What follows belongs to an exercise in optimizing a design on an open flow for small area, a short achievable clock period and few clock cycles per item; a production flow would make more cautious choices.
RTL that was checked went through simulation tests only; none was proved equivalent to the original.
No functional check of the RTL was part of run 2.

==> design.v <==
module mdu_chunks (
  input  wire [63:0] v,
  input  wire        e,
  output wire [2:0]  m
);
  wire f1 = (v[63:15] == {49{e}});
  wire f2 = (v[63:31] == {33{e}});
  wire f3 = (v[63:47] == {17{e}});
  wire f4 = (v[63]    == e);
  assign m = f1 ? 3'd1 : f2 ? 3'd2 : f3 ? 3'd3 : f4 ? 3'd4 : 3'd5;
endmodule
module mdu_add69 (
  input  wire [68:0] a,
  input  wire [68:0] b,
  input  wire        cin,
  output wire [68:0] s
);
  localparam N = 70;    
  wire [N-1:0] g0 = {a & b, cin};
  wire [N-1:0] p0 = {a ^ b, 1'b0};
  wire [N-1:0] g [0:7];
  wire [N-1:0] p [0:7];
  assign g[0] = g0;
  assign p[0] = p0;
  genvar l, i;
  generate
    for (l = 0; l < 7; l = l + 1) begin : lv
      for (i = 0; i < N; i = i + 1) begin : bt
        if (((i >> l) & 1) == 1) begin : op
          assign g[l+1][i] = g[l][i] | (p[l][i] & g[l][((i >> l) << l) - 1]);
          assign p[l+1][i] = p[l][i] & p[l][((i >> l) << l) - 1];
        end else begin : pass
          assign g[l+1][i] = g[l][i];
          assign p[l+1][i] = p[l][i];
        end
      end
    end
  endgenerate
  assign s = p0[N-1:1] ^ g[7][N-2:0];
endmodule
module mdu_lzc64 (
  input  wire [63:0] v,
  output wire [6:0]  lz
);
  wire [31:0] z1;
  wire [31:0] c1;
  genvar g;
  generate
    for (g = 0; g < 32; g = g + 1) begin : l1
      assign z1[g] = ~(v[2*g+1] | v[2*g]);
      assign c1[g] = ~v[2*g+1];
    end
  endgenerate
  wire [15:0] z2;
  wire [31:0] c2;
  generate
    for (g = 0; g < 16; g = g + 1) begin : l2
      assign z2[g] = z1[2*g+1] & z1[2*g];
      assign c2[2*g+1:2*g] = z1[2*g+1] ? {1'b1, c1[2*g]} : {1'b0, c1[2*g+1]};
    end
  endgenerate
  wire [7:0]  z3;
  wire [23:0] c3;
  generate
    for (g = 0; g < 8; g = g + 1) begin : l3
      assign z3[g] = z2[2*g+1] & z2[2*g];
      assign c3[3*g+2:3*g] = z2[2*g+1] ? {1'b1, c2[4*g+1:4*g]} : {1'b0, c2[4*g+3:4*g+2]};
    end
  endgenerate
  wire [3:0]  z4;
  wire [15:0] c4;
  generate
    for (g = 0; g < 4; g = g + 1) begin : l4
      assign z4[g] = z3[2*g+1] & z3[2*g];
      assign c4[4*g+3:4*g] = z3[2*g+1] ? {1'b1, c3[6*g+2:6*g]} : {1'b0, c3[6*g+5:6*g+3]};
    end
  endgenerate
  wire [1:0]  z5;
  wire [9:0]  c5;
  generate
    for (g = 0; g < 2; g = g + 1) begin : l5
      assign z5[g] = z4[2*g+1] & z4[2*g];
      assign c5[5*g+4:5*g] = z4[2*g+1] ? {1'b1, c4[8*g+3:8*g]} : {1'b0, c4[8*g+7:8*g+4]};
    end
  endgenerate
  assign lz = (z5[1] & z5[0]) ? 7'd64 :
              z5[1] ? {2'b01, c5[4:0]} : {2'b00, c5[9:5]};
endmodule
module mul_div_unit #(
  parameter XLEN = 64
)(
  input  wire                clk,
  input  wire                reset_n,
  input  wire                start,
  input  wire  [3:0]         operation,
  input  wire                is_word_op,
  input  wire  [XLEN-1:0]    operand_a,
  input  wire  [XLEN-1:0]    operand_b,
  output wire  [XLEN-1:0]    result,
  output wire                busy,
  output wire                ready
);
  localparam S_IDLE  = 0;
  localparam S_MIT   = 1;
  localparam S_MEXT  = 2;
  localparam S_SKIP  = 3;
  localparam S_DPREP = 4;
  localparam S_ABSB  = 5;
  localparam S_LZ    = 6;
  localparam S_SHIFT = 7;
  localparam S_DIT   = 8;
  localparam S_CORR  = 9;
  localparam S_FIN   = 10;
  localparam NS      = 11;
  reg [NS-1:0] st;
  reg          rdy;
  reg          bsy;
  reg [65:0] ra;
  reg [63:0] rx;
  reg [63:0] rl;
  reg [5:0]  cnt;
  reg [1:0]  mc;         
  reg        e5;         
  reg [2:0]  opr;
  reg        wr;
  reg        sn, sd;     
  reg        negq;       
  reg [6:0]  lzn_r, lzd_r;
  reg        osel;       
  reg        o32;        
  reg        a_sx, a_en, a_inv;     
  reg        sel1, sel2, bneg;      
  reg        tsel1, tsel2, tneg;    
  reg        a_q;                   
  reg        cx;                    
  reg        xs;                    
  wire hi     = ~opr[2] & (opr[1] | opr[0]);
  wire d_sg   = ~opr[0];                      
  wire d_rem  = opr[1];
  wire wsx = ~(operation[2] & operation[0]);
  wire [63:0] a_in = is_word_op ? {{32{wsx & operand_a[31]}}, operand_a[31:0]} : operand_a;
  wire [63:0] b_in = is_word_op ? {{32{wsx & operand_b[31]}}, operand_b[31:0]} : operand_b;
  wire [68:0] add_a = {a_sx ? {{3{ra[65]}}, ra[65:64]} : 5'b00000,
                       ((ra[63:0] & {64{a_en}}) | (rl & {64{a_q}})) ^ {64{a_inv}}};
  wire [68:0] x69   = {{5{xs}}, rx};
  wire [68:0] x269  = {{4{xs}}, rx, 1'b0};
  wire [68:0] x469  = {{3{xs}}, rx, 2'b00};
  wire [68:0] x869  = {{2{xs}}, rx, 3'b000};
  wire [68:0] pp0   = ((sel1 ? x69 : 69'd0) | (sel2 ? x269 : 69'd0)) ^ {69{bneg}};
  wire [68:0] pp1   = ((tsel1 ? x469 : 69'd0) | (tsel2 ? x869 : 69'd0)) ^ {69{tneg}};
  wire [68:0] csa_s = add_a ^ pp0 ^ pp1;
  wire [68:0] csa_c = {(add_a[67:0] & pp0[67:0]) | (add_a[67:0] & pp1[67:0]) |
                       (pp0[67:0] & pp1[67:0]), bneg};
  wire [68:0] sum;
  mdu_add69 add (.a(csa_s), .b(csa_c), .cin(tneg | cx), .s(sum));
  wire i_sa = ~(operation[1] & operation[0]);    
  wire i_sb = ~operation[1];                     
  wire xa = i_sa & a_in[63];
  wire xb = i_sb & b_in[63];
  wire [2:0] ma, mb;
  mdu_chunks cha (.v(a_in), .e(xa), .m(ma));
  mdu_chunks chb (.v(b_in), .e(xb), .m(mb));
  wire swap = (mb < ma);                      
  wire [3:0] y0 = swap ? b_in[3:0] : a_in[3:0];
  wire [2:0] mm = swap ? mb : ma;
  function [2:0] booth;    
    input [2:0] y;
    begin
      booth[2] = y[1] ^ y[0];
      booth[1] = (y == 3'b011) | (y == 3'b100);
      booth[0] = y[2] & ~(y[1] & y[0]);
    end
  endfunction
  wire [6:0] lzn, lzd;
  mdu_lzc64 lz_n (.v(ra[63:0]), .lz(lzn));
  mdu_lzc64 lz_d (.v(rx),       .lz(lzd));
  wire [7:0] sdiff = {1'b0, lzd_r} - {1'b0, lzn_r};
  wire       dz    = lzd_r[6];
  wire       qz    = sdiff[7];            
  wire       neg_n = d_sg & ra[63];
  wire       neg_d = d_sg & rx[63];
  wire       c_neg = d_rem ? sn : ((sn ^ sd) & ~dz);
  reg [NS-1:0] st_n;
  reg          done;
  reg          osel_n;
  reg          negq_n;
  always @(*) begin
    st_n   = {NS{1'b0}};
    done   = 1'b0;
    osel_n = osel;
    negq_n = negq;
    case (1'b1)
      st[S_IDLE]: begin
        if (start) st_n[operation[2] ? S_DPREP : S_MIT] = 1'b1;
        else st_n[S_IDLE] = 1'b1;
      end
      st[S_MIT]: begin
        osel_n = ~hi;
        if (cnt != 6'd0) st_n[S_MIT] = 1'b1;
        else if (~mc[0]) st_n[S_SKIP] = 1'b1;
        else if (e5) st_n[S_MEXT] = 1'b1;
        else done = 1'b1;
      end
      st[S_MEXT]: done = 1'b1;
      st[S_SKIP]: done = 1'b1;
      st[S_DPREP]: begin
        if (neg_d) st_n[S_ABSB] = 1'b1;
        else if (neg_n) st_n[S_LZ] = 1'b1;
        else if (sum[68]) begin
          osel_n = ~d_rem;
          done = 1'b1;
        end else st_n[S_SHIFT] = 1'b1;
      end
      st[S_ABSB]:  st_n[S_LZ] = 1'b1;
      st[S_LZ]:    st_n[S_SHIFT] = 1'b1;
      st[S_SHIFT]: begin
        negq_n = c_neg;
        if (dz | qz) begin
          osel_n = ~d_rem;
          if (d_rem & sn) st_n[S_FIN] = 1'b1;
          else done = 1'b1;
        end else st_n[S_DIT] = 1'b1;
      end
      st[S_DIT]: begin
        if (cnt != 6'd0) st_n[S_DIT] = 1'b1;
        else begin
          osel_n = ~d_rem;
          if (d_rem & sum[68]) st_n[S_CORR] = 1'b1;
          else if (negq) st_n[S_FIN] = 1'b1;
          else done = 1'b1;
        end
      end
      st[S_CORR]: begin
        if (negq) st_n[S_FIN] = 1'b1;
        else done = 1'b1;
      end
      st[S_FIN]: begin
        osel_n = 1'b0;
        done = 1'b1;
      end
      default: ;
    endcase
    if (done) st_n[S_IDLE] = 1'b1;
  end
  always @(posedge clk or negedge reset_n) begin
    if (!reset_n) begin
      st  <= {{(NS-1){1'b0}}, 1'b1};
      rdy <= 1'b0;
      bsy <= 1'b0;
    end else begin
      st  <= st_n;
      rdy <= done;
      if (st[S_IDLE]) bsy <= start;
      else if (done) bsy <= 1'b0;
    end
  end
  wire i_negn   = ~operation[0] & a_in[63];
  wire dp_neg   = st_n[S_DPREP] & i_negn;
  wire dp_cmp   = st_n[S_DPREP] & ~i_negn;
  wire fin_rem  = st_n[S_FIN] & d_rem;
  wire fin_quot = st_n[S_FIN] & ~d_rem;
  reg [2:0] bd0_n, bd1_n;
  always @(*) begin
    bd0_n = 3'b000;
    bd1_n = 3'b000;
    if (st[S_IDLE] & st_n[S_MIT]) begin
      bd0_n = booth({y0[1:0], 1'b0});
      bd1_n = booth(y0[3:1]);
    end else if (st_n[S_MIT]) begin
      bd0_n = booth(rl[5:3]);
      bd1_n = booth(rl[7:5]);
    end else if (st_n[S_MEXT]) begin
      bd0_n = 3'b100;                         
    end else if (st_n[S_ABSB] | (st[S_SHIFT] & st_n[S_DIT]) | dp_cmp) begin
      bd0_n = 3'b101;                         
    end else if (st[S_DIT] & (st_n[S_DIT] | st_n[S_CORR])) begin
      bd0_n = {1'b1, 1'b0, ~sum[68]};         
    end
  end
  always @(posedge clk) begin
    a_sx  <= st_n[S_MIT] | st_n[S_MEXT] | st_n[S_DIT] | st_n[S_CORR];
    a_en  <= st_n[S_MIT] | st_n[S_MEXT] | st_n[S_DIT] | st_n[S_CORR] |
             st_n[S_DPREP] | fin_rem;
    a_inv <= dp_neg | (st_n[S_FIN] & negq_n);
    cx    <= dp_neg | (st_n[S_FIN] & negq_n);
    a_q   <= fin_quot;
    {sel1, sel2, bneg}    <= bd0_n;
    {tsel1, tsel2, tneg}  <= bd1_n;
    osel  <= osel_n;
    o32   <= st[S_MIT] ? ~mc[1] : (st[S_IDLE] ? 1'b0 : o32);
    negq  <= negq_n;
    lzn_r <= lzn;
    lzd_r <= lzd;
  end
  always @(posedge clk) begin
    case (1'b1)
      st[S_IDLE]: begin
        opr <= operation[2:0];
        wr  <= is_word_op;
        if (operation[2]) begin
          ra <= {2'b00, a_in};
          rx <= b_in;
          xs <= 1'b0;
        end else begin
          ra <= 66'd0;
          rl <= swap ? b_in : a_in;
          rx <= swap ? a_in : b_in;
          xs <= swap ? xa : xb;
        end
        e5  <= (mm == 3'd5);
        mc  <= (mm == 3'd5) ? 2'd3 : mm[1:0] - 2'd1;
        cnt <= (mm == 3'd5) ? 6'd15 : {2'b00, mm[1:0] - 2'd1, 2'b11};
      end
      st[S_MIT]: begin
        ra  <= {sum[68], sum[68:4]};
        rl  <= {sum[3:0], rl[63:4]};
        cnt <= cnt - 6'd1;
      end
      st[S_MEXT]: begin
        ra <= sum[65:0];
      end
      st[S_SKIP]: begin
        ra  <= {{16{ra[65]}}, ra[65:16]};
        rl  <= {ra[15:0], rl[63:16]};
      end
      st[S_DPREP]: begin
        sn <= neg_n;
        sd <= neg_d;
        rl <= 64'd0;
        if (neg_n)
          ra <= {2'b00, sum[63:0]};
      end
      st[S_ABSB]: begin
        rx <= sum[63:0];
      end
      st[S_SHIFT]: begin
        rl <= {64{dz}};
        if (~(dz | qz)) begin
          rx  <= rx << sdiff[5:0];
          cnt <= sdiff[5:0];
        end
      end
      st[S_DIT]: begin
        ra  <= sum[65:0];
        rl  <= {rl[62:0], ~sum[68]};
        if (cnt != 6'd0)
          rx <= {1'b0, rx[63:1]};
        cnt <= cnt - 6'd1;
      end
      st[S_CORR]: begin
        ra <= sum[65:0];
      end
      st[S_FIN]: begin
        ra <= {2'b00, sum[63:0]};
      end
      default: ;
    endcase
  end
  wire [63:0] rv = o32 ? (osel ? {ra[31:0], rl[63:32]} : {{30{ra[65]}}, ra[65:32]})
                      : (osel ? rl : ra[63:0]);
  assign result = wr ? {{32{rv[31]}}, rv[31:0]} : rv;
  assign busy   = bsy;
  assign ready  = rdy;
endmodule
==> run.sh <==
#!/bin/bash
# synth_recipe.tcl (not shown) runs the flow's synth.tcl, then flattens the netlist and writes it again
# the make line also repeats each setting of config.mk as NAME=value (left out here)
make -C /OpenROAD-flow-scripts/flow DESIGN_CONFIG=/design/flow/config.mk WORK_HOME=/design/flow/orfs CLKGATE_MAP_FILE= SYNTH_SCRIPT=/design/flow/synth_recipe.tcl finish
==> config.mk <==
export PLATFORM = sky130hd
export DESIGN_NAME = mul_div_unit
export DESIGN_NICKNAME = mul_div_unit
export VERILOG_FILES = /design/flow/design.v
export SDC_FILE = /design/flow/constraint.sdc
export NUM_CORES = 4
export LEC_CHECK = 0
export CAP_MARGIN = 20
export CORE_MARGIN = 2
export CORE_UTILIZATION = 40
export SETUP_SLACK_MARGIN = 1.5
export SLEW_MARGIN = 20
==> constraint.sdc <==
create_clock -name core_clock -period 6.0 [get_ports {clk}]
set_input_delay 1.2000 -clock core_clock [delete_from_list [all_inputs] [get_ports {clk}]]
set_output_delay 1.2000 -clock core_clock [all_outputs]
set_load 0.01 [all_outputs]
==> run summary, run 1 <==
post-synthesis xor/xnor area fraction=0.07120; Global Route Usage Sum=0.4006; Via-to-Cell Ratio=6.948; drt first pass iters=8; Placement Cell Area=35360 µm²; maxcap violations=0; setup_tns=0 ps; routed vias=35440; commonest cells after routing, fill and taps aside=333 x a21oi_1, 266 x nor2_1, 243 x nand2_1; Routed WL=172.0 mm; most area-hungry cell type in the Yosys netlist=edfxtp_1; CTS H-Tree Depth=2; Synth Area in Simple Gates=0.1285; register area=7234 µm²; RSZ-0062 raised after global routing=true; largest family of logic cells by synthesized area=compound AO/OA/AOI/OAI gates; outcome=timing/DRC/antenna clean; core area=78870 µm²; Final Hold Fails=0; Hold WC Path Type=reg2reg; Worst-Margin Slew=1156 ps; routability cong.=1.075; Inserted Clock Buffers=36; Max Freq=195.5 MHz; cell count after synthesis=3832; Synth Area in Compound Gates=0.2835; CTS Buffer Depth=3; Synth area leaders=edfxtp_1 20%, mux2i_1 7.1%, a21oi_1 5.7%; Worst setup SP type=flop; crit path kind=reg2reg; final core utilization=0.5084; DIE HEIGHT=286.2 µm; count of pins over their slew limit=0; Clock Latency Late Sink=610 ps; Place WS=257.1 ps; Synth Area per Inst=8.314 µm²; drt drc=0; ratio of cells with drive above 1 in the final layout=0.2030; largest net degree at the start of global routing=89; Yosys top cell area share=0.1998; Ports=202; Tcrit/Tclk final=0.8523; most common cell after layout, fill and taps aside=a21oi_1; Ys Warns=2; Worst-path clk slew=60 ps; final instance area=40100 µm²; CTS Sinks=250; CP required=6460 ps; CTS Hold Bufs=0; worst-path fanout max=7; vias in the first global route=32610; Root Buffer=clkbuf_16; die area=81920 µm²; Post-synth EDFFs=212; Worst setup EP type=flop; final net count=4310; Initial Util=0.4040; TritonCTS clock tree=done; Synth Cell Area=31860 µm²; Avg WL per Cell=33.72 µm; IO buf count=200; area occupied by multi-input gates=24460 µm²; ys flop type=edfxtp_1; Crit-path slowest cell=fa_1; synthesized flop and latch total=250; clock skew=47.25 ps; final setup violation count=0; number of DRC markers in iteration 0=6348; Distinct cells, synth=102; first-pass GRT wire length=238.2 mm; final setup margin=886.2 ps; HPWL Detailed=125.6 mm; minimum clock period=5114 ps; Largest stage delay, worst path=540 ps; total gr overflow=0; antenna violations before repair=16; Synth Net Count=4129; relative slew slack=0.2270; adder-cell share of the synthesized area=0.08113; Area Growth Syn to Fin=25.86%; antenna viol nets, final=0; CP Cell Sequence=buf_12 > a22oi_2 > xor2_2 > fa_1 > inv_2 > ha_4 > nand4_4 > or4_4 > a211oi_2 > buf_4 > o2111a_2 > o211a_4 > buf_6 > o21bai_4 > a31o_4 > mux2i_2 > nand3b_1 > o211a_1; Arr. time, crit path=5570 ps; Die Width=286.2 µm; Fillers=7538; Rows=103; register area share after synthesis=0.2258; Async SR Flop Fraction=0.05200; multiplexer area fraction after synthesis=0.1343
[through the flow]
step | std cells | hold slack [ps]
floorplan | 3832 | 439.0
global placement | 4894 | 452.1
detailed placement | 4894 | 467.3
CTS | 5039 | 476.9
global route | 5091 | 517.7
finish | 5100 | 481.9
[sequential cells by signal (all words and copies together), names as in the netlist, 2 cells and up]
name   count
st        11
cnt        6
lzn_r      7
rl        64
lzd_r      7
opr        3
ra        66
rx        64
mc         2
[worst max-delay path: cells and delay by family, from the launching register on]
family | cells | cell delay, ps
buffers and inverters | 4 | 540
xor gates and xnor gates | 1 | 220
DFF | 1 | 430
and+or+nand+nor | 3 | 960
AOI/OAI and AO/OA | 7 | 1740
muxes | 1 | 210
adders and majority gates | 2 | 830
[per-layer routing]
metal | GRT usage | up-vias | wire [µm]
met2 | 0.5812 | 2952 | 71350
met5 | 0.005233 | - | 281
met1 | 0.5149 | 17100 | 61970
li1 | - | 14690 | -
met4 | 0.2501 | 12 | 13470
met3 | 0.1281 | 679 | 24920
[cells in the mapped netlist (all sizes together), types with 12 or more instances]
cell and count:
xnor2 135, and3 15, o22a 31, a221o 21, a211oi 78, mux2i 228
dfrtp 12, nor2b 53, o21a 31, nand3 32, o22ai 14, nand4 34
mux2 37, clkbuf 270, a221oi 80, inv 244, o21ai 198, mux4 70
dfxtp 25, or3 12, a22oi 218, a21oi 365, o211ai 28, o21bai 30
buf 102, o221ai 45, nand2 253, o31ai 39, nor3 69, and2 15
xor2 124, ha 85, nand2b 19, nor4 47, nor2 286, a31oi 13
a21o 23, fa 76, edfxtp 212
[final timing paths]
check	startpoint	end	slack (ps)	cells past startpoint
setup reg to reg	a_q	sel1	890	18
hold / removal	mc[0]	st[3]	480	1
max in group asynchronous	reset_n	st[7]	4450	1
min in group asynchronous	reset_n	st[1]	1000	1
hold reg to reg	mc[0]	st[3]	480	1
setup / recovery	a_q	sel1	890	18
[logic make-up (layout without fill, tap and decap cells)]
logic type,Yosys count,in the layout
flip-flops,250,250
buffers and inverters,621,828
AND/OR/NAND/NOR,877,877
AO/OA/AOI/OAI,1329,1329
XOR/XNOR,259,260
other,0,10
adder cells (fa/ha/maj),161,161
multiplexers,335,335
[timing repair]
action / CTS / global route
pin swaps: 108 / 140
cloned: 3 / 1
resized for setup: 320 / 244
setup endpoints to repair: 201 / 190
setup buffers: 77 / 50
[final cells by class]
type / count / share of cell area
clock buffers: 45 / 0.02381
clock inverters: 20 / 0.004555
repair buffers: 514 / 0.1244
well taps: 1050 / 0.03276
flip-flops and latches: 250 / 0.1804
inverters: 249 / 0.02346
multi-input cells: 2962 / 0.6100
diodes: 10 / 0.0006240
Testbench counts, summed over its fixed seeds: cycles 34,161, ops 3,200.
==> run 2: changes to the inputs <==
--- a/design.v
+++ b/design.v
@@ -26,9 +26,9 @@
   generate
     for (l = 0; l < 7; l = l + 1) begin : lv
       for (i = 0; i < N; i = i + 1) begin : bt
-        if (((i >> l) & 1) == 1) begin : op
-          assign g[l+1][i] = g[l][i] | (p[l][i] & g[l][((i >> l) << l) - 1]);
-          assign p[l+1][i] = p[l][i] & p[l][((i >> l) << l) - 1];
+        if (i >= (1 << l)) begin : op
+          assign g[l+1][i] = g[l][i] | (p[l][i] & g[l][i - (1 << l)]);
+          assign p[l+1][i] = p[l][i] & p[l][i - (1 << l)];
         end else begin : pass
           assign g[l+1][i] = g[l][i];
           assign p[l+1][i] = p[l][i];
@@ -107,11 +107,10 @@
   localparam S_DPREP = 4;
   localparam S_ABSB  = 5;
   localparam S_LZ    = 6;
-  localparam S_SHIFT = 7;
-  localparam S_DIT   = 8;
-  localparam S_CORR  = 9;
-  localparam S_FIN   = 10;
-  localparam NS      = 11;
+  localparam S_DIT   = 7;
+  localparam S_CORR  = 8;
+  localparam S_FIN   = 9;
+  localparam NS      = 10;
   reg [NS-1:0] st;
   reg          rdy;
   reg          bsy;
@@ -125,7 +124,6 @@
   reg        wr;
   reg        sn, sd;     
   reg        negq;       
-  reg [6:0]  lzn_r, lzd_r;
   reg        osel;       
   reg        o32;        
   reg        a_sx, a_en, a_inv;     
@@ -174,12 +172,14 @@
   wire [6:0] lzn, lzd;
   mdu_lzc64 lz_n (.v(ra[63:0]), .lz(lzn));
   mdu_lzc64 lz_d (.v(rx),       .lz(lzd));
-  wire [7:0] sdiff = {1'b0, lzd_r} - {1'b0, lzn_r};
-  wire       dz    = lzd_r[6];
+  wire [7:0] sdiff = {1'b0, lzd} - {1'b0, lzn};
+  wire       dz    = lzd[6];
   wire       qz    = sdiff[7];            
   wire       neg_n = d_sg & ra[63];
   wire       neg_d = d_sg & rx[63];
-  wire       c_neg = d_rem ? sn : ((sn ^ sd) & ~dz);
+  wire       c_sn  = st[S_LZ] & sn;
+  wire       c_neg = d_rem ? c_sn : ((c_sn ^ (st[S_LZ] & sd)) & ~dz);
+  wire       norm  = st[S_LZ] | (st[S_DPREP] & ~neg_n & ~neg_d);
   reg [NS-1:0] st_n;
   reg          done;
   reg          osel_n;
@@ -203,24 +203,22 @@
       end
       st[S_MEXT]: done = 1'b1;
       st[S_SKIP]: done = 1'b1;
-      st[S_DPREP]: begin
-        if (neg_d) st_n[S_ABSB] = 1'b1;
-        else if (neg_n) st_n[S_LZ] = 1'b1;
-        else if (sum[68]) begin
+      st[S_DPREP], st[S_LZ]: begin
+        if (st[S_DPREP] & neg_d) st_n[S_ABSB] = 1'b1;
+        else if (st[S_DPREP] & neg_n) st_n[S_LZ] = 1'b1;
+        else if (st[S_DPREP] & sum[68]) begin
           osel_n = ~d_rem;
           done = 1'b1;
-        end else st_n[S_SHIFT] = 1'b1;
+        end else begin
+          negq_n = c_neg;
+          if (dz | qz) begin
+            osel_n = ~d_rem;
+            if (d_rem & c_sn) st_n[S_FIN] = 1'b1;
+            else done = 1'b1;
+          end else st_n[S_DIT] = 1'b1;
+        end
       end
       st[S_ABSB]:  st_n[S_LZ] = 1'b1;
-      st[S_LZ]:    st_n[S_SHIFT] = 1'b1;
-      st[S_SHIFT]: begin
-        negq_n = c_neg;
-        if (dz | qz) begin
-          osel_n = ~d_rem;
-          if (d_rem & sn) st_n[S_FIN] = 1'b1;
-          else done = 1'b1;
-        end else st_n[S_DIT] = 1'b1;
-      end
       st[S_DIT]: begin
         if (cnt != 6'd0) st_n[S_DIT] = 1'b1;
         else begin
@@ -271,7 +269,7 @@
       bd1_n = booth(rl[7:5]);
     end else if (st_n[S_MEXT]) begin
       bd0_n = 3'b100;                         
-    end else if (st_n[S_ABSB] | (st[S_SHIFT] & st_n[S_DIT]) | dp_cmp) begin
+    end else if (st_n[S_ABSB] | (norm & st_n[S_DIT]) | dp_cmp) begin
       bd0_n = 3'b101;                         
     end else if (st[S_DIT] & (st_n[S_DIT] | st_n[S_CORR])) begin
       bd0_n = {1'b1, 1'b0, ~sum[68]};         
@@ -289,8 +287,6 @@
     osel  <= osel_n;
     o32   <= st[S_MIT] ? ~mc[1] : (st[S_IDLE] ? 1'b0 : o32);
     negq  <= negq_n;
-    lzn_r <= lzn;
-    lzd_r <= lzd;
   end
   always @(posedge clk) begin
     case (1'b1)
@@ -333,13 +329,6 @@
       st[S_ABSB]: begin
         rx <= sum[63:0];
       end
-      st[S_SHIFT]: begin
-        rl <= {64{dz}};
-        if (~(dz | qz)) begin
-          rx  <= rx << sdiff[5:0];
-          cnt <= sdiff[5:0];
-        end
-      end
       st[S_DIT]: begin
         ra  <= sum[65:0];
         rl  <= {rl[62:0], ~sum[68]};
@@ -355,6 +344,13 @@
       end
       default: ;
     endcase
+    if (norm) begin
+      rl <= {64{dz}};
+      if (~(dz | qz)) begin
+        rx  <= rx << sdiff[5:0];
+        cnt <= sdiff[5:0];
+      end
+    end
   end
   wire [63:0] rv = o32 ? (osel ? {ra[31:0], rl[63:32]} : {{30{ra[65]}}, ra[65:32]})
                       : (osel ? rl : ra[63:0]);
==> run summary, run 2 <==
outcome=timing/DRC/antenna clean (unchanged); Distinct cells, synth=81 (was 102); Global Route Usage Sum=0.5295 (was 0.4006); Synth top cells by count=649 x nand2_1, 433 x a21oi_1, 374 x o21ai_0, 355 x clkbuf_1, 288 x nor2_1 (was 363 x a21oi_1, 286 x nor2_1, 270 x clkbuf_1, 253 x nand2_1, 243 x inv_1); synthesized flop and latch total=235 (was 250); Synth Cell Area=32580 µm² (was 31860 µm²); first-pass GRT wire length=312.3 mm (was 238.2 mm); drt drc=0 (unchanged); Hold WC Path Type=reg2reg (unchanged); max reg flops=66 (unchanged); HPWL Detailed=169.5 mm (was 125.6 mm); drt first pass iters=9 (was 8); Root Buffer=clkbuf_16 (unchanged); most area-hungry cell type in the Yosys netlist=edfxtp_1 (unchanged); routed vias=44870 (was 35440); most used cell, CP=buf_4; die area=83750 µm² (was 81920 µm²); worst-path fanout max=7 (unchanged); area occupied by multi-input gates=29090 µm² (was 24460 µm²); IO buf count=200 (unchanged); final net count=5598 (was 4310); Fillers=7042 (was 7538); routability cong.=1.126 (was 1.075); Post-synth EDFFs=144 (was 212); Worst Setup SP=ra[54] (was a_q); Hold Path Depth=1 (unchanged); Reg with most FFs=ra (unchanged); register area=6265 µm² (was 7234 µm²); Clock Latency Late Sink=640 ps (was 610 ps); maxcap violations=0 (unchanged); count leader, synth=nand2_1 (was a21oi_1); Worst setup SP type=flop (unchanged); clock skew=42.44 ps (was 47.25 ps); Worst setup EP type=flop (unchanged); Ys Warns=2 (unchanged); RSZ-0062 raised after global routing=true (unchanged); Worst-Margin Slew=1184 ps (was 1156 ps); Register-to-Register Path Depth=23 (was 18); Synth Net Count=4762 (was 4129); Rows=104 (was 103); minimum clock period=5247 ps (was 5114 ps); final core utilization=0.6293 (was 0.5084); Async SR Flop Fraction=0.05106 (was 0.05200); final setup violation count=0 (unchanged); setup_tns=0 ps (unchanged); register area share after synthesis=0.1905 (was 0.2258); relative slew slack=0.2077 (was 0.2270); most common cell after layout, fill and taps aside=buf_4 (was a21oi_1); CTS Buffer Depth=3 (unchanged); CP required=6480 ps (was 6460 ps); Tcrit/Tclk final=0.8745 (was 0.8523); cell count after synthesis=4470 (was 3832); Crit-path slowest cell=fa_2 (was fa_1); Routed WL=234.0 mm (was 172.0 mm); Max Freq=190.6 MHz (was 195.5 MHz); Die Width=289.4 µm (was 286.2 µm); Initial Util=0.4045 (was 0.4040); ratio of cells with drive above 1 in the final layout=0.3699 (was 0.2030); Via-to-Cell Ratio=7.013 (was 6.948); Ports=202 (unchanged); largest net degree at the start of global routing=91 (was 89); vias in the first global route=40610 (was 32610); total gr overflow=0 (unchanged); Area Growth Syn to Fin=55.57% (was 25.86%); CP Cell Sequence=nor4_2 > buf_4 > nand4_1 > nor4_2 > nor4_1 > nor3_1 > o311a_1 > a21oi_2 > buf_6 > fa_2 > clkinvlp_4 > buf_12 > buf_6 > nor2_1 > a21oi_2 > mux2i_1 > buf_4 > a211oi_2 > a311oi_1 > buf_4 > nor3_1 > buf_4 > or4_1 (was buf_12 > a22oi_2 > xor2_2 > fa_1 > inv_2 > ha_4 > nand4_4 > or4_4 > a211oi_2 > buf_4 > o2111a_2 > o211a_4 > buf_6 > o21bai_4 > a31o_4 > mux2i_2 > nand3b_1 > o211a_1); CTS H-Tree Depth=1 (was 2); biggest regs=ra: 66 flops, rl: 64 flops, rx: 64 flops (unchanged); Yosys top cell area share=0.1327 (was 0.1998); Largest stage delay, worst path=640 ps (was 540 ps); antenna viol nets, final=0 (unchanged); Synth area leaders=edfxtp_1 13%, nand2_1 7.5%, a21oi_1 6.7% (was edfxtp_1 20%, mux2i_1 7.1%, a21oi_1 5.7%); ys flop type=edfxtp_1 (unchanged); CTS Hold Bufs=0 (unchanged); commonest cells after routing, fill and taps aside=769 x buf_4, 588 x nand2_1, 308 x a21oi_1 (was 333 x a21oi_1, 266 x nor2_1, 243 x nand2_1); Arr. time, crit path=5730 ps (was 5570 ps); DIE HEIGHT=289.4 µm (was 286.2 µm); Inserted Clock Buffers=28 (was 36); core area=80550 µm² (was 78870 µm²); Worst-path clk slew=70 ps (was 60 ps); antenna violations before repair=17 (was 16); count of pins over their slew limit=0 (unchanged); TritonCTS clock tree=done (unchanged); Avg WL per Cell=36.57 µm (was 33.72 µm); CTS Sinks=235 (was 250); RR Startpoint=ra[54] (was a_q); number of DRC markers in iteration 0=7502 (was 6348); crit path kind=reg2reg (unchanged); Synth Area per Inst=7.289 µm² (was 8.314 µm²); Final Hold Fails=0 (unchanged); Worst Hold Launch=mc[0] (unchanged)
run 2: stage by stage:
| step | setup slack [ps] | cells | hold WS, ps | area, µm² |
|---|---|---|---|---|
| floorplan | 1467 | 4470 | 439.8 | 32710 |
| global placement | 293.3 | 6020 | 450.4 | 40300 |
| detailed placement | 282.8 | 6020 | 456.1 | 40300 |
| CTS | 1041 | 6280 | 466.0 | 47530 |
| global route | 665.8 | 6390 | 498.9 | 50660 |
| finish | 752.7 | 6398 | 473.9 | 50680 |
run 2: metal layers:
layer | global-route usage | vias up | wire length [µm]
met1 | 0.6355 | 21560 | 80880
met2 | 0.7365 | 3990 | 90340
li1 | - | 18120 | -
met5 | 0.01364 | - | 370
met4 | 0.3834 | 18 | 24180
met3 | 0.2471 | 1183 | 38230
run 2: critical path, delay by kind of cell (launching register included):
family	cells	cell delay, ps
AO/OA/AOI/OAI	5	680
adder cells (fa/ha/maj)	1	640
buffers and inverters	8	1260
flip-flops	1	440
multiplexers	1	190
AND/OR/NAND/NOR	8	1910
run 2: logic make-up (layout without fill, tap and decap cells):
logic type,Yosys count,after routing,synth area share
buffers and inverters,616,1473,0.07231
xor gates and xnor gates,276,276,0.07420
other,0,10,0
DFF,235,235,0.1905
adders and majority gates,156,156,0.07604
AOI/OAI and AO/OA,1610,1611,0.3181
and+or+nand+nor,1377,1377,0.1886
muxes,200,200,0.08023
run 2: worst paths after layout:
path | to | slack [ps]
max | rx[49] | 750
min | st[3] | 470
max reg2reg | rx[49] | 750
min reg2reg | st[3] | 470
max in group asynchronous | st[1] | 4520
min in group asynchronous | bsy | 980
run 2: repair_timing:
action,CTS,global route
pin swaps,292,222
cloned,29,11
setup endpoints to repair,248,206
endpoints found under the hold margin,0,0
gates resized for setup,849,476
buffers inserted,179,97
run 2: final cells by class:
type | instances | area share
Multi-Input combinational cell | 3620 | 0.5738
Timing Repair Buffer | 1255 | 0.2436
Sequential cell | 235 | 0.1236
Tap cell | 1060 | 0.02617
Clock buffer | 38 | 0.01723
Inverter | 166 | 0.01252
Clock inverter | 14 | 0.002567
Antenna cell | 10 | 0.0004937
==> run 3: changes to the inputs <==
--- a/design.v
+++ b/design.v
@@ -26,9 +26,9 @@
   generate
     for (l = 0; l < 7; l = l + 1) begin : lv
       for (i = 0; i < N; i = i + 1) begin : bt
-        if (i >= (1 << l)) begin : op
-          assign g[l+1][i] = g[l][i] | (p[l][i] & g[l][i - (1 << l)]);
-          assign p[l+1][i] = p[l][i] & p[l][i - (1 << l)];
+        if (((i >> l) & 1) == 1) begin : op
+          assign g[l+1][i] = g[l][i] | (p[l][i] & g[l][((i >> l) << l) - 1]);
+          assign p[l+1][i] = p[l][i] & p[l][((i >> l) << l) - 1];
         end else begin : pass
           assign g[l+1][i] = g[l][i];
           assign p[l+1][i] = p[l][i];
--- a/config.mk
+++ b/config.mk
@@ -8,5 +8,6 @@
 export CAP_MARGIN = 20
 export CORE_MARGIN = 2
 export CORE_UTILIZATION = 40
-export SETUP_SLACK_MARGIN = 1.5
+export PLACE_DENSITY = 0.75
+export SETUP_SLACK_MARGIN = 1.0
 export SLEW_MARGIN = 20
==> run summary, run 3 <==
Max Freq=191.2 MHz (was 190.6 MHz); most common cell after layout, fill and taps aside=buf_4 (unchanged); number of buffer and inverter stages on the critical path=7 (was 8); Ys Warns=2 (unchanged); routed vias=39860 (was 44870); biggest regs=ra: 66 flops, rl: 64 flops, rx: 64 flops (unchanged); final instance area=41570 µm² (was 50680 µm²); RSZ-0062 raised after global routing=true (unchanged); CP Cell Sequence=buf_4 > buf_4 > a22oi_2 > xor2_1 > fa_1 > inv_1 > ha_4 > o21a_1 > o211ai_1 > a311o_1 > buf_12 > a2111oi_4 > o31ai_2 > buf_4 > a2111oi_4 > buf_6 > o21a_1 > o21ai_2 > buf_4 > a21o_1 > a32o_2 > a211o_1 (was nor4_2 > buf_4 > nand4_1 > nor4_2 > nor4_1 > nor3_1 > o311a_1 > a21oi_2 > buf_6 > fa_2 > clkinvlp_4 > buf_12 > buf_6 > nor2_1 > a21oi_2 > mux2i_1 > buf_4 > a211oi_2 > a311oi_1 > buf_4 > nor3_1 > buf_4 > or4_1); Synth Cell Area=31260 µm² (was 32580 µm²); Synth Net Count=4333 (was 4762); drt drc=0 (unchanged); count of pins over their slew limit=0 (unchanged); Layout Cells excl Fill=5580 (was 6398); Hold WC Path Type=reg2reg (unchanged); Synth area leaders=edfxtp_1 14%, mux2i_1 7.1%, a22oi_1 6.5% (was edfxtp_1 13%, nand2_1 7.5%, a21oi_1 6.7%); Synth Area per Inst=7.746 µm² (was 7.289 µm²); worst-path fanout max=6 (was 7); DIE HEIGHT=283.6 µm (was 289.4 µm); CTS Sinks=235 (unchanged); count leader, synth=nand2_1 (unchanged); Yosys top cell area share=0.1383 (was 0.1327); Largest stage delay, worst path=510 ps (was 640 ps); synthesized flop and latch total=235 (unchanged); largest net degree at the start of global routing=95 (was 91); ratio of cells with drive above 1 in the final layout=0.2413 (was 0.3699); Area Growth Syn to Fin=32.97% (was 55.57%); RR Startpoint=a_q (was ra[54]); vias in the first global route=35580 (was 40610); Die Width=283.6 µm (was 289.4 µm); clock skew=32.02 ps (was 42.44 ps); Tcrit/Tclk final=0.8717 (was 0.8745); Root Buffer=clkbuf_16 (unchanged); TritonCTS clock tree=done (unchanged); commonest cells after routing, fill and taps aside=553 x buf_4, 399 x nand2_1, 284 x o21ai_0 (was 769 x buf_4, 588 x nand2_1, 308 x a21oi_1); Clock Latency Late Sink=640 ps (about the same); final setup margin=769.8 ps (was 752.7 ps); Async SR Flop Fraction=0.05106 (unchanged); cell count after synthesis=4036 (was 4470); CTS Buffer Depth=3 (unchanged); CP required=6520 ps (was 6480 ps); IO buf count=200 (unchanged); drt first pass iters=14 (was 9); Reg with most FFs=ra (unchanged); register area share after synthesis=0.1985 (was 0.1905); Ports=202 (unchanged); Worst setup EP type=flop (unchanged); max reg flops=66 (unchanged); crit path kind=reg2reg (unchanged); routability cong.=1.142 (was 1.126); relative slew slack=0.1804 (was 0.2077); final core utilization=0.5366 (was 0.6293); placed cells=5386 (was 6020); Rows=102 (was 104); maxcap violations=0 (unchanged); setup_tns=0 ps (unchanged); Arr. time, crit path=5750 ps (was 5730 ps); Placement Cell Area=37370 µm² (was 40300 µm²); outcome=timing/DRC/antenna clean (unchanged); Post-synth EDFFs=144 (unchanged); minimum clock period=5230 ps (was 5247 ps); Avg WL per Cell=35.80 µm (was 36.57 µm); Fillers=7348 (was 7042); Crit-path slowest cell=fa_1 (was fa_2); most area-hungry cell type in the Yosys netlist=edfxtp_1 (unchanged); die area=80410 µm² (was 83750 µm²); ys flop type=edfxtp_1 (unchanged); number of DRC markers in iteration 0=7403 (was 7502); HPWL Detailed=149.8 mm (was 169.5 mm); CP delay by family, top=compound AO/OA/AOI/OAI gates (was simple AND/OR/NAND/NOR gates); CTS Hold Bufs=0 (unchanged); Place WS=241.9 ps (was 282.8 ps); Via-to-Cell Ratio=7.144 (was 7.013); final setup violation count=0 (unchanged); antenna viol nets, final=0 (unchanged); Worst setup SP type=flop (unchanged); Final Hold Fails=0 (unchanged); core area=77470 µm² (was 80550 µm²); most used cell, CP=buf_4 (unchanged); CTS H-Tree Depth=1 (unchanged); Initial Util=0.4036 (was 0.4045); Worst-path clk slew=60 ps (was 70 ps); first-pass GRT wire length=270.1 mm (was 312.3 mm); Routed WL=199.7 mm (was 234.0 mm); Synth top cells by count=414 x nand2_1, 321 x o21ai_0, 318 x clkbuf_1, 289 x a21oi_1, 273 x nor2_1 (was 649 x nand2_1, 433 x a21oi_1, 374 x o21ai_0, 355 x clkbuf_1, 288 x nor2_1); antenna violations before repair=19 (was 17); Inserted Clock Buffers=30 (was 28); Worst-Margin Slew=1221 ps (was 1184 ps); Distinct cells, synth=85 (was 81); final net count=4801 (was 5598); Worst Setup SP=a_q (was ra[54]); total gr overflow=0 (unchanged); Global Route Usage Sum=0.4661 (was 0.5295); Worst Hold Launch=negq (was mc[0])
## run 3: cell count changes in the layout (fill, tap and decap cells not counted), moves of 35 or more
| cell | change |
|---|---|
| a211oi_1 | +38 |
| a21oi_1 | -54 |
| a21oi_2 | -67 |
| buf_12 | -37 |
| buf_4 | -216 |
| buf_6 | -125 |
| ha_1 | +44 |
| ha_4 | -38 |
| mux2i_1 | +99 |
| nand2_1 | -189 |
| nand2_2 | -35 |
| o21ai_2 | -38 |
## run 3: per-layer routing
metal  wire length, µm  global-route usage  share of wire  vias up
met2             74980              0.6292           0.38     3928
met1             69410              0.5678           0.35    18830
met4             18930              0.3044          0.095       40
met5               859             0.01845         0.0043        -
met3             35560              0.2484           0.18     1110
li1                  -                   -              -    15960
## run 3: kinds of logic after synthesis
kind of cell	after synthesis	synth area share
flops	235	0.1985
compound gates	1410	0.2985
mux	291	0.1150
buf+inv	565	0.06852
xor+xnor	268	0.07508
fa+ha+maj	161	0.08268
simple gates	1106	0.1617
## run 3: cell type report
type	count	area (µm²)	area share
flip-flops and latches	235	6266	0.1507
clock inverters	15	117.6	0.002829
diodes	14	35.03	0.0008427
well taps	1040	1301	0.03130
inverters	165	629.4	0.01514
clock buffers	39	825.8	0.01986
multi-input cells	3237	24720	0.5947
repair buffers	835	7676	0.1846
## run 3: what timing repair did
action                                  CTS  global route
gates resized for setup                 161           277
setup buffers                            57            55
pin swaps                                29            78
endpoints found under the setup margin  128           178
gates cloned                              6             8
## run 3: through the flow
step / hold slack [ps]
6_report: 499.0
4_1_cts: 494.9
2_1_floorplan: 431.9
5_1_grt: 534.9
3_5_place_dp: 483.8
3_3_place_gp: 482.7
## run 3: final timing paths
check                      endpoint  slack [ps]  depth (start not counted)
max                            a_en         770                         22
min reg2reg                    negq         500                          2
min                            negq         500                          2
max in group asynchronous     st[1]        4620                          1
min in group asynchronous       bsy         930                          1
max reg2reg                    a_en         770                         22
## run 3: worst register-to-register path, cell delays in order, from the launching register on
cell	delay, ps
dfxtp_4	480
buf_4	200
buf_4	140
a22oi_2	50
xor2_1	160
fa_1	510
inv_1	80
ha_4	280
o21a_1	130
o211ai_1	140
a311o_1	390
buf_12	170
a2111oi_4	470
o31ai_2	100
buf_4	180
a2111oi_4	310
buf_6	200
o21a_1	180
o21ai_2	100
buf_4	170
a21o_1	160
a32o_2	260
a211o_1	270
Testbench counts of run 3, summed over its fixed seeds: cycles 33,120, ops 3,200.
==> run 4: changes to the inputs <==
--- a/config.mk
+++ b/config.mk
@@ -8,6 +8,5 @@
 export CAP_MARGIN = 20
 export CORE_MARGIN = 2
 export CORE_UTILIZATION = 40
-export PLACE_DENSITY = 0.75
 export SETUP_SLACK_MARGIN = 1.0
 export SLEW_MARGIN = 20
==> run summary, run 4 <==
outcome=timing/DRC/antenna clean (unchanged); minimum clock period=5336 ps (was 5230 ps); worst-path fanout max=8 (was 6); DIE HEIGHT=283.6 µm (unchanged); IO buf count=200 (unchanged); Clock Latency Late Sink=650 ps (was 640 ps); Inserted Clock Buffers=31 (was 30); Fillers=7541 (was 7348); TritonCTS clock tree=done (unchanged); antenna viol nets, final=0 (unchanged); ratio of cells with drive above 1 in the final layout=0.2184 (was 0.2413); drt first pass iters=11 (was 14); final net count=4713 (was 4801); Routed WL=204.3 mm (was 199.7 mm); relative slew slack=0.1653 (was 0.1804); largest net degree at the start of global routing=90 (was 95); commonest cells after routing, fill and taps aside=465 x buf_4, 404 x nand2_1, 284 x o21ai_0 (was 553 x buf_4, 399 x nand2_1, 284 x o21ai_0); CP delay by family, top=compound AO/OA/AOI/OAI gates (unchanged); Tcrit/Tclk final=0.8893 (was 0.8717); Post-synth EDFFs=144 (unchanged); Area Growth Syn to Fin=30.32% (was 32.97%); Rows=102 (unchanged); core area=77470 µm² (unchanged); Synth Cell Area=31260 µm² (unchanged); RSZ-0062 raised after global routing=true (unchanged); Crit. path cell count=21 (was 22); Yosys top cell area share=0.1383 (unchanged); Crit-path slowest cell=dfxtp_4 (was fa_1); Die Width=283.6 µm (unchanged); Initial Util=0.4036 (unchanged); CTS Buffer Depth=3 (unchanged); CTS H-Tree Depth=1 (unchanged); final setup violation count=0 (unchanged); Synth top cells by count=414 x nand2_1, 321 x o21ai_0, 318 x clkbuf_1, 289 x a21oi_1, 273 x nor2_1 (unchanged); routed vias=38760 (was 39860); Hold Path Depth=1 (was 2); CP required=6480 ps (was 6520 ps); first-pass GRT wire length=273.0 mm (was 270.1 mm); Arr. time, crit path=5820 ps (was 5750 ps); die area=80410 µm² (unchanged); Reg2Reg Setup Slack=660 ps (was 770 ps); Largest stage delay, worst path=530 ps (was 510 ps); Final Hold Fails=0 (unchanged); maxcap violations=0 (unchanged); Async SR Flop Fraction=0.05106 (unchanged); ys flop type=edfxtp_1 (unchanged); final core utilization=0.5259 (was 0.5366); max reg flops=66 (unchanged); routability cong.=1.212 (was 1.142); Global Route Usage Sum=0.4782 (was 0.4661); clock skew=26.27 ps (was 32.02 ps); setup_tns=0 ps (unchanged); number of buffer and inverter stages on the critical path=6 (was 7); Via-to-Cell Ratio=7.035 (was 7.144); number of DRC markers in iteration 0=7273 (was 7403); Avg WL per Cell=37.09 µm (was 35.80 µm); CTS Sinks=235 (unchanged); antenna violations before repair=30 (was 19); Worst setup SP type=flop (unchanged); Max Freq=187.4 MHz (was 191.2 MHz); HPWL Detailed=156.1 mm (was 149.8 mm); Ports=202 (unchanged); most area-hungry cell type in the Yosys netlist=edfxtp_1 (unchanged); most common cell after layout, fill and taps aside=buf_4 (unchanged); drt drc=0 (unchanged); synthesized flop and latch total=235 (unchanged); count leader, synth=nand2_1 (unchanged); Worst setup EP type=flop (unchanged); CP Cell Sequence=buf_12 > a22oi_2 > xnor2_1 > fa_1 > inv_2 > ha_4 > and2_4 > o211ai_1 > a311o_2 > buf_12 > a2111oi_4 > buf_4 > o31ai_2 > buf_6 > a2111oi_4 > buf_4 > o21a_1 > o21ai_2 > a21o_1 > a32o_2 > a211o_1 (was buf_4 > buf_4 > a22oi_2 > xor2_1 > fa_1 > inv_1 > ha_4 > o21a_1 > o211ai_1 > a311o_1 > buf_12 > a2111oi_4 > o31ai_2 > buf_4 > a2111oi_4 > buf_6 > o21a_1 > o21ai_2 > buf_4 > a21o_1 > a32o_2 > a211o_1); register area share after synthesis=0.1985 (unchanged); CTS Hold Bufs=0 (unchanged); count of pins over their slew limit=0 (unchanged); Synth area leaders=edfxtp_1 14%, mux2i_1 7.1%, a22oi_1 6.5% (unchanged); Worst-Margin Slew=1239 ps (was 1221 ps); total gr overflow=0 (unchanged); crit path kind=reg2reg (unchanged); biggest regs=ra: 66 flops, rl: 64 flops, rx: 64 flops (unchanged); Distinct cells, synth=85 (unchanged); Reg with most FFs=ra (unchanged); Register-to-Register Path Depth=21 (was 22); Synth Net Count=4333 (unchanged); cell count after synthesis=4036 (unchanged); Hold WC Path Type=reg2reg (unchanged); Worst-path clk slew=70 ps (was 60 ps); Synth Area per Inst=7.746 µm² (unchanged); Root Buffer=clkbuf_16 (unchanged); vias in the first global route=34760 (was 35580); Ys Warns=2 (unchanged)
run 4: worst paths after layout:
path	endpoint	from
min	st[3]	mc[0]
min in group asynchronous	st[3]	reset_n
max	a_en	sel1
max in group asynchronous	st[1]	reset_n
min reg2reg	st[3]	mc[0]
max reg2reg	a_en	sel1
run 4: cell families after synthesis:
kind of cell / count (synthesis) / synth area share
xor gates and xnor gates: 268 / 0.07508
muxes: 291 / 0.1150
and+or+nand+nor: 1106 / 0.1617
buffers and inverters: 565 / 0.06852
adders and majority gates: 161 / 0.08268
DFF: 235 / 0.1985
AOI/OAI and AO/OA: 1410 / 0.2985
run 4: area by class of cell:
cell class	instances	area, µm²	area share
multi-input cells	3236	24620	0.6043
repair buffers	747	6810	0.1672
flip-flops and latches	235	6270	0.1539
well taps	1040	1301	0.03194
clock buffers	40	862.1	0.02116
inverters	165	629.4	0.01545
clock inverters	18	177.7	0.004361
diodes	29	72.57	0.001781
run 4: what timing repair did:
action,4_1_cts,5_1_grt
pin swaps,28,64
buffers inserted,70,58
resized for setup,169,236
endpoints found under the setup margin,139,158
cloned,2,5
run 4: worst register-to-register path: stages, from the launching register on:
cell and delay, ps:
dfxtp_4 530, buf_12 210, a22oi_2 110, xnor2_1 150, fa_1 510, inv_2 50, ha_4 290, and2_4 160
o211ai_1 160, a311o_2 440, buf_12 160, a2111oi_4 280, buf_4 190, o31ai_2 70, buf_6 160, a2111oi_4 340
buf_4 210, o21a_1 190, o21ai_2 100, a21o_1 230, a32o_2 290, a211o_1 330
run 4: metal layers:
layer / up-vias / wire length, µm / GRT usage
met3: 853 / 35760 / 0.2500
met4: 20 / 17140 / 0.2888
met2: 3497 / 78110 / 0.6537
met1: 18600 / 73040 / 0.5892
li1: 15790 / - / -
met5: - / 297 / 0.004762
run 4: per-stage QoR:
stage | instances | hold WS [ps] | worst slack (ps) | instance area [µm²]
after floorplan | 4036 | 431.9 | 989.3 | 31270
after global placement | 5288 | 458.1 | 223.7 | 36540
after detailed placement | 5288 | 471.0 | 228.9 | 36540
after CTS | 5418 | 466.1 | 857.4 | 39060
after global routing | 5481 | 514.0 | 624.3 | 40670
final | 5510 | 472.1 | 664.3 | 40740
==> run 5: changes to the inputs <==
--- a/design.v
+++ b/design.v
@@ -252,36 +252,66 @@
       else if (done) bsy <= 1'b0;
     end
   end
-  wire i_negn   = ~operation[0] & a_in[63];
-  wire dp_neg   = st_n[S_DPREP] & i_negn;
-  wire dp_cmp   = st_n[S_DPREP] & ~i_negn;
-  wire fin_rem  = st_n[S_FIN] & d_rem;
-  wire fin_quot = st_n[S_FIN] & ~d_rem;
+  wire i_negn = ~operation[0] & a_in[63];
+  wire cnt0   = (cnt == 6'd0);
+  wire fixr   = d_rem & sum[68];            
+  reg       a_sx_n, a_en_n, a_inv_n, a_q_n;
   reg [2:0] bd0_n, bd1_n;
   always @(*) begin
-    bd0_n = 3'b000;
-    bd1_n = 3'b000;
-    if (st[S_IDLE] & st_n[S_MIT]) begin
-      bd0_n = booth({y0[1:0], 1'b0});
-      bd1_n = booth(y0[3:1]);
-    end else if (st_n[S_MIT]) begin
-      bd0_n = booth(rl[5:3]);
-      bd1_n = booth(rl[7:5]);
-    end else if (st_n[S_MEXT]) begin
-      bd0_n = 3'b100;                         
-    end else if (st_n[S_ABSB] | (norm & st_n[S_DIT]) | dp_cmp) begin
-      bd0_n = 3'b101;                         
-    end else if (st[S_DIT] & (st_n[S_DIT] | st_n[S_CORR])) begin
-      bd0_n = {1'b1, 1'b0, ~sum[68]};         
-    end
+    a_sx_n  = 1'b1;
+    a_en_n  = 1'b1;
+    a_inv_n = 1'b0;
+    a_q_n   = 1'b0;
+    bd0_n   = 3'b000;
+    bd1_n   = 3'b000;
+    case (1'b1)
+      st[S_IDLE]: begin
+        if (operation[2]) begin
+          a_sx_n  = 1'b0;
+          a_inv_n = i_negn;
+          bd0_n   = i_negn ? 3'b000 : 3'b101;
+        end else begin
+          bd0_n = booth({y0[1:0], 1'b0});
+          bd1_n = booth(y0[3:1]);
+        end
+      end
+      st[S_MIT]: begin
+        if (cnt0) bd0_n = 3'b100;             
+        else begin
+          bd0_n = booth(rl[5:3]);
+          bd1_n = booth(rl[7:5]);
+        end
+      end
+      st[S_DPREP]: begin
+        a_en_n = ~neg_d;
+        bd0_n  = 3'b101;
+      end
+      st[S_LZ]: begin
+        a_inv_n = (dz | qz) & c_neg;
+        bd0_n   = (dz | qz) ? 3'b000 : 3'b101;
+      end
+      st[S_DIT]: begin
+        if (cnt0) begin
+          a_sx_n  = d_rem | ~negq;
+          a_en_n  = d_rem | ~negq;
+          a_q_n   = ~d_rem & negq;
+          a_inv_n = negq & ~fixr;
+          bd0_n   = {fixr, 2'b00};
+        end else
+          bd0_n = {1'b1, 1'b0, ~sum[68]};     
+      end
+      st[S_CORR]: begin
+        a_inv_n = negq;
+      end
+      default: ;
+    endcase
   end
   always @(posedge clk) begin
-    a_sx  <= st_n[S_MIT] | st_n[S_MEXT] | st_n[S_DIT] | st_n[S_CORR];
-    a_en  <= st_n[S_MIT] | st_n[S_MEXT] | st_n[S_DIT] | st_n[S_CORR] |
-             st_n[S_DPREP] | fin_rem;
-    a_inv <= dp_neg | (st_n[S_FIN] & negq_n);
-    cx    <= dp_neg | (st_n[S_FIN] & negq_n);
-    a_q   <= fin_quot;
+    a_sx  <= a_sx_n;
+    a_en  <= a_en_n;
+    a_inv <= a_inv_n;
+    cx    <= a_inv_n;
+    a_q   <= a_q_n;
     {sel1, sel2, bneg}    <= bd0_n;
     {tsel1, tsel2, tneg}  <= bd1_n;
     osel  <= osel_n;
--- a/config.mk
+++ b/config.mk
@@ -8,5 +8,5 @@
 export CAP_MARGIN = 20
 export CORE_MARGIN = 2
 export CORE_UTILIZATION = 40
-export SETUP_SLACK_MARGIN = 1.0
+export SETUP_SLACK_MARGIN = 1.3
 export SLEW_MARGIN = 20
==> run summary, run 5 <==
count leader, synth=nand2_1 (unchanged); Hold WC Path Type=reg2reg (unchanged); setup_tns=0 ps (unchanged); clock skew=29.45 ps (was 26.27 ps); final net count=4961 (was 4713); Tcrit/Tclk final=0.8558 (was 0.8893); Final Hold Fails=0 (unchanged); cell count after synthesis=4133 (was 4036); Post-synth EDFFs=145 (was 144); die area=81400 µm² (was 80410 µm²); RSZ-0062 raised after global routing=true (unchanged); worst-path fanout max=8 (unchanged); Fillers=7242 (was 7541); Synth Cell Area=31660 µm² (was 31260 µm²); register area=6266 µm² (was 6270 µm²); Initial Util=0.4027 (was 0.4036); Die Width=285.3 µm (was 283.6 µm); total gr overflow=0 (unchanged); drt drc=0 (unchanged); Largest stage delay, worst path=670 ps (was 530 ps); most common cell after layout, fill and taps aside=buf_4 (unchanged); Synth Net Count=4430 (was 4333); Via-to-Cell Ratio=6.834 (was 7.035); Inserted Clock Buffers=34 (was 31); Distinct cells, synth=90 (was 85); Arr. time, crit path=5590 ps (was 5820 ps); CP required=6450 ps (was 6480 ps); Ports=202 (unchanged); maxcap violations=0 (unchanged); Global Route Usage Sum=0.4450 (was 0.4782); Max Freq=194.7 MHz (was 187.4 MHz); routability cong.=1.072 (was 1.212); Worst setup EP type=flop (unchanged); drt first pass iters=14 (was 11); Crit-path slowest cell=nor4_2 (was dfxtp_4); Routed WL=192.6 mm (was 204.3 mm); TritonCTS clock tree=done (unchanged); vias in the first global route=35680 (was 34760); Ys Warns=2 (unchanged); Placement Cell Area=37110 µm² (was 36540 µm²); biggest regs=ra: 66 flops, rl: 64 flops, rx: 64 flops (unchanged); Clock Latency Late Sink=580 ps (was 650 ps); largest net degree at the start of global routing=116 (was 90); Rows=103 (was 102); first-pass GRT wire length=262.4 mm (was 273.0 mm); Avg WL per Cell=33.50 µm (was 37.09 µm); ratio of cells with drive above 1 in the final layout=0.2998 (was 0.2184); outcome=timing/DRC/antenna clean (unchanged); crit path kind=reg2reg (unchanged); CTS Sinks=235 (unchanged); IO buf count=200 (unchanged); Area Growth Syn to Fin=41.53% (was 30.32%); antenna violations before repair=8 (was 30); Synth area leaders=edfxtp_1 14%, mux2i_1 6.5%, a21oi_1 5.9% (was edfxtp_1 14%, mux2i_1 7.1%, a22oi_1 6.5%); area occupied by multi-input gates=26840 µm² (was 24620 µm²); routed vias=39280 (was 38760); number of DRC markers in iteration 0=6222 (was 7273); relative slew slack=0.1843 (was 0.1653); commonest cells after routing, fill and taps aside=546 x buf_4, 361 x nand2_1, 308 x a21oi_1 (was 465 x buf_4, 404 x nand2_1, 284 x o21ai_0); register area share after synthesis=0.1964 (was 0.1985); max reg flops=66 (unchanged); antenna viol nets, final=0 (unchanged); core area=78610 µm² (was 77470 µm²); DIE HEIGHT=285.3 µm (was 283.6 µm); minimum clock period=5135 ps (was 5336 ps); final instance area=44800 µm² (was 40740 µm²); CTS Buffer Depth=3 (unchanged); synthesized flop and latch total=235 (unchanged); Yosys top cell area share=0.1375 (was 0.1383); Async SR Flop Fraction=0.05106 (unchanged); Synth Area per Inst=7.659 µm² (was 7.746 µm²); CP Cell Sequence=nor4_2 > nand2_1 > nor2_1 > o221ai_1 > o21ai_0 > a32o_2 > ha_4 > inv_2 > fa_2 > buf_12 > buf_12 > mux4_2 > nand2_2 > o21a_1 > nand2_1 > o21ai_2 > nor2_1 > nor2_2 > a211oi_4 > or4_1 (was buf_12 > a22oi_2 > xnor2_1 > fa_1 > inv_2 > ha_4 > and2_4 > o211ai_1 > a311o_2 > buf_12 > a2111oi_4 > buf_4 > o31ai_2 > buf_6 > a2111oi_4 > buf_4 > o21a_1 > o21ai_2 > a21o_1 > a32o_2 > a211o_1); CTS H-Tree Depth=2 (was 1); Worst setup SP type=flop (unchanged); Synth top cells by count=403 x nand2_1, 373 x a21oi_1, 322 x nor2_1, 310 x clkbuf_1, 286 x o21ai_0 (was 414 x nand2_1, 321 x o21ai_0, 318 x clkbuf_1, 289 x a21oi_1, 273 x nor2_1); most area-hungry cell type in the Yosys netlist=edfxtp_1 (unchanged); HPWL Detailed=140.6 mm (was 156.1 mm); Worst-Margin Slew=1219 ps (was 1239 ps); final setup violation count=0 (unchanged); Root Buffer=clkbuf_16 (unchanged); ys flop type=edfxtp_1 (unchanged); count of pins over their slew limit=0 (unchanged); Reg with most FFs=ra (unchanged); Worst-path clk slew=70 ps (about the same)
[run 5: cell types whose count changed after synthesis, sizes merged, moves of 11 or more]
cell	before	now
a211oi	101	74
mux2i	222	207
o21ai	326	292
nand2	414	403
a22oi	272	198
a31oi	25	39
o22a	23	4
a211o	18	7
a21oi	289	374
nor3b	3	61
nor3	75	112
mux2	16	29
nor2	273	322
[run 5: worst paths after layout]
| kind | start | end | slack, ps | depth (start not counted) |
|---|---|---|---|---|
| max | ra[63] | rx[48] | 860 | 20 |
| min | mc[0] | st[3] | 440 | 1 |
| max reg2reg | ra[63] | rx[48] | 860 | 20 |
| min reg2reg | mc[0] | st[3] | 440 | 1 |
| max in group asynchronous | reset_n | st[1] | 4630 | 1 |
| min in group asynchronous | reset_n | st[7] | 970 | 1 |
[run 5: cell families (layout without fill, tap and decap cells)]
kind of cell	count (synthesis)	after routing	share of synthesized area
buffers and inverters	574	1130	0.07028
other	0	8	0
adders and majority gates	161	161	0.08166
xor gates and xnor gates	261	262	0.07221
muxes	288	288	0.1130
AOI/OAI and AO/OA	1376	1376	0.2811
DFF	235	235	0.1964
and+or+nand+nor	1238	1238	0.1853
[run 5: critical path: cells and delay by family (launching register included)]
| family | cells | cell delay [ps] |
|---|---|---|
| AOI/OAI and AO/OA | 6 | 990 |
| adders and majority gates | 2 | 740 |
| buffers and inverters | 3 | 310 |
| DFF | 1 | 410 |
| muxes | 1 | 550 |
| and+or+nand+nor | 8 | 1990 |
[run 5: metrics by stage]
stage	util	setup WS [ps]	cells	hold slack, ps
2_1_floorplan	-	1291	4133	414.3
3_3_place_gp	0.4721	82.51	5406	426.0
3_5_place_dp	0.4721	75.52	5406	426.5
4_1_cts	0.5329	1005	5615	445.5
5_1_grt	0.5696	804.5	5740	468.0
6_report	0.5699	864.9	5748	441.0
[run 5: cell type report]
cell class,instances,area share
clock buffer,45,0.02083
inverter,172,0.01458
timing repair buffer,896,0.1917
clock inverter,17,0.004189
multi-input combinational,3325,0.5991
tap,1050,0.02932
antenna,8,0.0004469
sequential,235,0.1399
[run 5: metal layers]
metal  vias up  share of wire  track usage  wire (µm)
met5         -        0.00029            0         56
met4         8          0.099       0.3478      19080
met3       784           0.13       0.1182      24880
met2      3230           0.41       0.6466      78400
met1     18870           0.36       0.5587      70150
li1      16390              -            -          -
[run 5: what timing repair did]
action,CTS,global route
endpoints found under the setup margin,216,199
buffers inserted,131,116
pin swaps,149,200
hold buffers,0,0
hold endpoints to repair,0,0
resized for setup,499,457
cloned,16,9
Testbench counts of run 5, summed over its fixed seeds: cycles 33,120, ops 3,200.

## static timing again, ports no longer ideal
Ports are ideal in the flow. The routed layouts listed here were re-timed in OpenROAD. Step 1 (the two cells are an assumption about what drives the block):
set clk [get_ports {clk}]
set_driving_cell -lib_cell sky130_fd_sc_hd__clkbuf_16 $clk
set_driving_cell -lib_cell sky130_fd_sc_hd__buf_2 [delete_from_list [all_inputs] $clk]
Step 2 also shifts input and output timing later by t, the mid clock arrival at the registers, as if the neighbouring blocks saw the same clock. Slacks: no drivers / after step 1 / after step 2; pairs: no drivers / after step 1.
| run | t (ns) | slack for setup (ns) | worst setup path at the end | worst register clock-pin slew, ns | pins driven straight from the clock port |
|---|---|---|---|---|---|
| run 1 | 0.655 | 0.886 / 0.886 / 0.886 | register to register | 0.08 / 0.08 | 1 |
| run 2 | 0.682 | 0.753 / 0.753 / 0.631 | input to register | 0.08 / 0.08 | 1 |
| run 3 | 0.690 | 0.770 / 0.770 / 0.218 | input to register | 0.07 / 0.07 | 1 |
| run 4 | 0.700 | 0.664 / 0.664 / 0.486 | input to register | 0.07 / 0.07 | 1 |
| run 5 | 0.637 | 0.865 / 0.865 / 0.724 | input to register | 0.07 / 0.07 | 1 |
After both steps every run listed still meets setup and hold. The setup slack of run 3, which loses most, moves by 0.000 ns with the drivers and by -0.552 ns with both steps.
